This is an optimization exercise on Yosys and OpenROAD, whose aim is small area, not a production implementation. In this exercise RTL edits were held to simulation tests only and were not proved equivalent to the original. No driver is modelled on the clock port, so clock power and skew are understated where the tree is cut down; a real chip needs a root buffer or a tree. Power is estimated from default activity; no workload was simulated.

// top
module top(
    input clk,
    input push_switch1,
    input push_switch2,
    input push_switch3,
    input push_switch4,
    input push_switch5,
    input push_switch6,
    output [6:0] segment1,
    output [6:0] segment2,
    output [6:0] segment3,
    output [6:0] segment4,
    output [6:0] segment5,
    output [6:0] segment6,
    input dip_switch1,
    input dip_switch2,
    input dip_switch3,
    input dip_switch4,
    input dip_switch5,
    input dip_switch6,
    input dip_switch7,
    input dip_switch8,
    input dip_switch9,
    input dip_switch10,
    output led1_red,
    output led2_yellow,
    output led3_green,
    output led4_red,
    output led5_yellow,
    output led6_green
);
Size in the first run: roughly 530 cells after synthesis, about 0.0037 mm^2 of cells after synthesis.
==> flow/config.mk <==
export PLATFORM = sky130hd
export DESIGN_NAME = top
export DESIGN_NICKNAME = top
export VERILOG_FILES = /design/flow/design.v
export SDC_FILE = /design/flow/constraint.sdc
export NUM_CORES = 4
export LEC_CHECK = 0
export ABC_AREA = 1
export CAP_MARGIN = 20
export CORE_MARGIN = 2
export CORE_UTILIZATION = 65
export GPL_TIMING_DRIVEN = 0
export SLEW_MARGIN = 20
==> flow/constraint.sdc <==
create_clock -name core_clock -period 15.0 [get_ports {clk}]
set_input_delay 3.0000 -clock core_clock [delete_from_list [all_inputs] [get_ports {clk}]]
set_output_delay 3.0000 -clock core_clock [all_outputs]
set_load 0.01 [all_outputs]
standard.sh (not shown) runs the stock make flow with config.mk's settings and CLKGATE_MAP_FILE= SYNTH_SCRIPT=/design/flow/synth_recipe.tcl, a recipe that flattens the netlist after the stock synthesis.
==> flow/flow/run.sh <==
#!/bin/bash
# Own layout flow: the standard ORFS flow (standard.sh) with
#  - synthesis from flow/synth.tcl (standard synthesis, no adder cells, area abc script
#    tried with the deepsyn seeds in FLOW_ABC_SEEDS, smallest result kept),
#  - port buffers of the smallest buffer cell, one tie cell for the constant outputs,
#  - a one-level clock tree built by flow/manual_cts.tcl (ORFS's PRE_CTS_TCL hook):
#    the clock port drives FLOW_CTS_LEAVES buffers, each driving one group of flip-flops.
# make's full output goes to flow_make.log; ORFS keeps each step's log under orfs/logs.
set -euo pipefail
W=$(pwd)
export FLOW_WORK_DIR=$W
export FLOW_FLOW_DIR=$W/flow
export FLOW_ABC_SEEDS="0 1 2 3"
export FLOW_CTS_LEAVES=3
export FLOW_CTS_BUF=sky130_fd_sc_hd__buf_12
bash standard.sh \
  SYNTH_SCRIPT=$W/flow/synth.tcl \
  ABC_AREA=1 \
  "BUFFER_PORTS_ARGS=-buffer_cell sky130_fd_sc_hd__buf_1" \
  PRE_CTS_TCL=$W/flow/manual_cts.tcl \
  SKIP_REPAIR_TIE_FANOUT=1 \
  finish > $W/flow_make.log 2>&1
==> flow/flow/manual_cts.tcl <==
set block [ord::get_db_block]
set db [ord::get_db]
set nleaf $::env(FLOW_CTS_LEAVES)
set master [$db findMaster $::env(FLOW_CTS_BUF)]
set clk [$block findNet clk]
set sinks {}
foreach it [$clk getITerms] {
  set inst [$it getInst]
  set bb [$inst getBBox]
  set x [expr {([$bb xMin] + [$bb xMax]) / 2}]
  set y [expr {([$bb yMin] + [$bb yMax]) / 2}]
  lappend sinks [list $it $x $y]
}
set n [llength $sinks]
puts "manual CTS: $n sinks, $nleaf leaf buffers of [$master getName]"
# split into nleaf groups of nearly equal size: recursively halve the largest
# group along its longer side (by position)
proc split_groups {sinks k} {
  if {$k <= 1} { return [list $sinks] }
  set xs [lmap s $sinks {lindex $s 1}]; set ys [lmap s $sinks {lindex $s 2}]
  set dx [expr {[tcl::mathfunc::max {*}$xs] - [tcl::mathfunc::min {*}$xs]}]
  set dy [expr {[tcl::mathfunc::max {*}$ys] - [tcl::mathfunc::min {*}$ys]}]
  set idx [expr {$dx >= $dy ? 1 : 2}]
  set sorted [lsort -integer -index $idx $sinks]
  set k1 [expr {$k / 2}]; set k2 [expr {$k - $k1}]
  set n [llength $sorted]
  set cut [expr {($n * $k1) / $k}]
  return [concat [split_groups [lrange $sorted 0 [expr {$cut - 1}]] $k1] \
                 [split_groups [lrange $sorted $cut end] $k2]]
}
set groups [split_groups $sinks $nleaf]
for {set g 0} {$g < $nleaf} {incr g} {
  set grp [lindex $groups $g]
  set sx 0; set sy 0
  foreach s $grp { incr sx [lindex $s 1]; incr sy [lindex $s 2] }
  set cx [expr {$sx / [llength $grp]}]
  set cy [expr {$sy / [llength $grp]}]
  set buf [odb::dbInst_create $block $master "clkbuf_leaf_$g"]
  set net [odb::dbNet_create $block "clk_leaf_$g"]
  $net setSigType CLOCK
  foreach s $grp {
    set it [lindex $s 0]
    $it disconnect
    $it connect $net
  }
  foreach it [$buf getITerms] {
    set m [$it getMTerm]
    if {[$m getSigType] eq "POWER" || [$m getSigType] eq "GROUND"} { continue }
    if {[$m getIoType] eq "INPUT"} { $it connect $clk }
    if {[$m getIoType] eq "OUTPUT"} { $it connect $net }
  }
  $buf setLocation $cx $cy
  $buf setPlacementStatus PLACED
  puts "  leaf $g: [llength $grp] sinks at ($cx, $cy)"
}
proc clock_tree_synthesis {args} { puts "clock_tree_synthesis skipped: manual clock tree" }
set_propagated_clock [all_clocks]
Other scripts of this flow, unchanged in this note and not shown: flow/flow/area.abc, flow/flow/synth.tcl
The starting point finished clean.
==> next run, changes <==
--- a/flow/flow/run.sh
+++ b/flow/flow/run.sh
@@ -13,5 +13,5 @@
 export FLOW_ABC_SEEDS="0 1 2 3"
 export FLOW_CTS_LEAVES=3
-export FLOW_CTS_BUF=sky130_fd_sc_hd__buf_12
+export FLOW_CTS_BUF=sky130_fd_sc_hd__clkbuf_16
 bash standard.sh \
   SYNTH_SCRIPT=$W/flow/synth.tcl \
- GPL_TIMING_DRIVEN: 0 -> not set
The changed run finished with timing, DRC and antenna clean.
Area after synthesis stays the same.
Worst setup slack loses 0.43 ns.
Sequential power barely changes.
Critical path depth shrinks by 3.
Via count falls by 1.7%.
Cell count falls by 1.1%.
Worst hold slack improves by 0.013 ns.
Register-to-register slack gains 0.06 ns.
Combinational power decreases by 15%.
==> next run, changes <==
--- a/flow/flow/run.sh
+++ b/flow/flow/run.sh
@@ -13,5 +13,5 @@
 export FLOW_ABC_SEEDS="0 1 2 3"
 export FLOW_CTS_LEAVES=3
-export FLOW_CTS_BUF=sky130_fd_sc_hd__clkbuf_16
+export FLOW_CTS_BUF=sky130_fd_sc_hd__buf_12
 bash standard.sh \
   SYNTH_SCRIPT=$W/flow/synth.tcl \
What happened: Sequential share of layout area climbs by 0.14 points. Global-route usage is lower by 0.37 points. Via count climbs by 0.46%. Die area is unchanged. Final cell count is unchanged. Setup slack gets better by 0.11 ns.
No run of this note takes its clock network from TritonCTS; it comes from the design's own scripts or RTL.

re-timing with driven ports:
The results above use ideal ports. As a check the final layouts listed here were re-extracted and re-timed, cells and wires unchanged.
Step 1, drivers: a clkbuf_16 drives clk and a buf_2 each remaining input, both assumed.
Step 2 moves the port delays by t, midway between the first and last clock arrival at a register: inputs arrive t later, outputs are due t later. That takes back most of the time a late clock gives input paths.
a / b / c = ideal ports / drivers / drivers and shift; a / b = the first two.
run | t (ns) | slack for setup (ns) | worst slew at a driven data input, ns
the first run | 0.202 | 6.265 / 6.196 / 6.398 | 0.03
the second run | 0.220 | 5.839 / 5.776 / 5.996 | 0.03
the third run | 0.204 | 5.946 / 5.874 / 6.078 | 0.03
After both steps setup and hold are still met in every run listed.
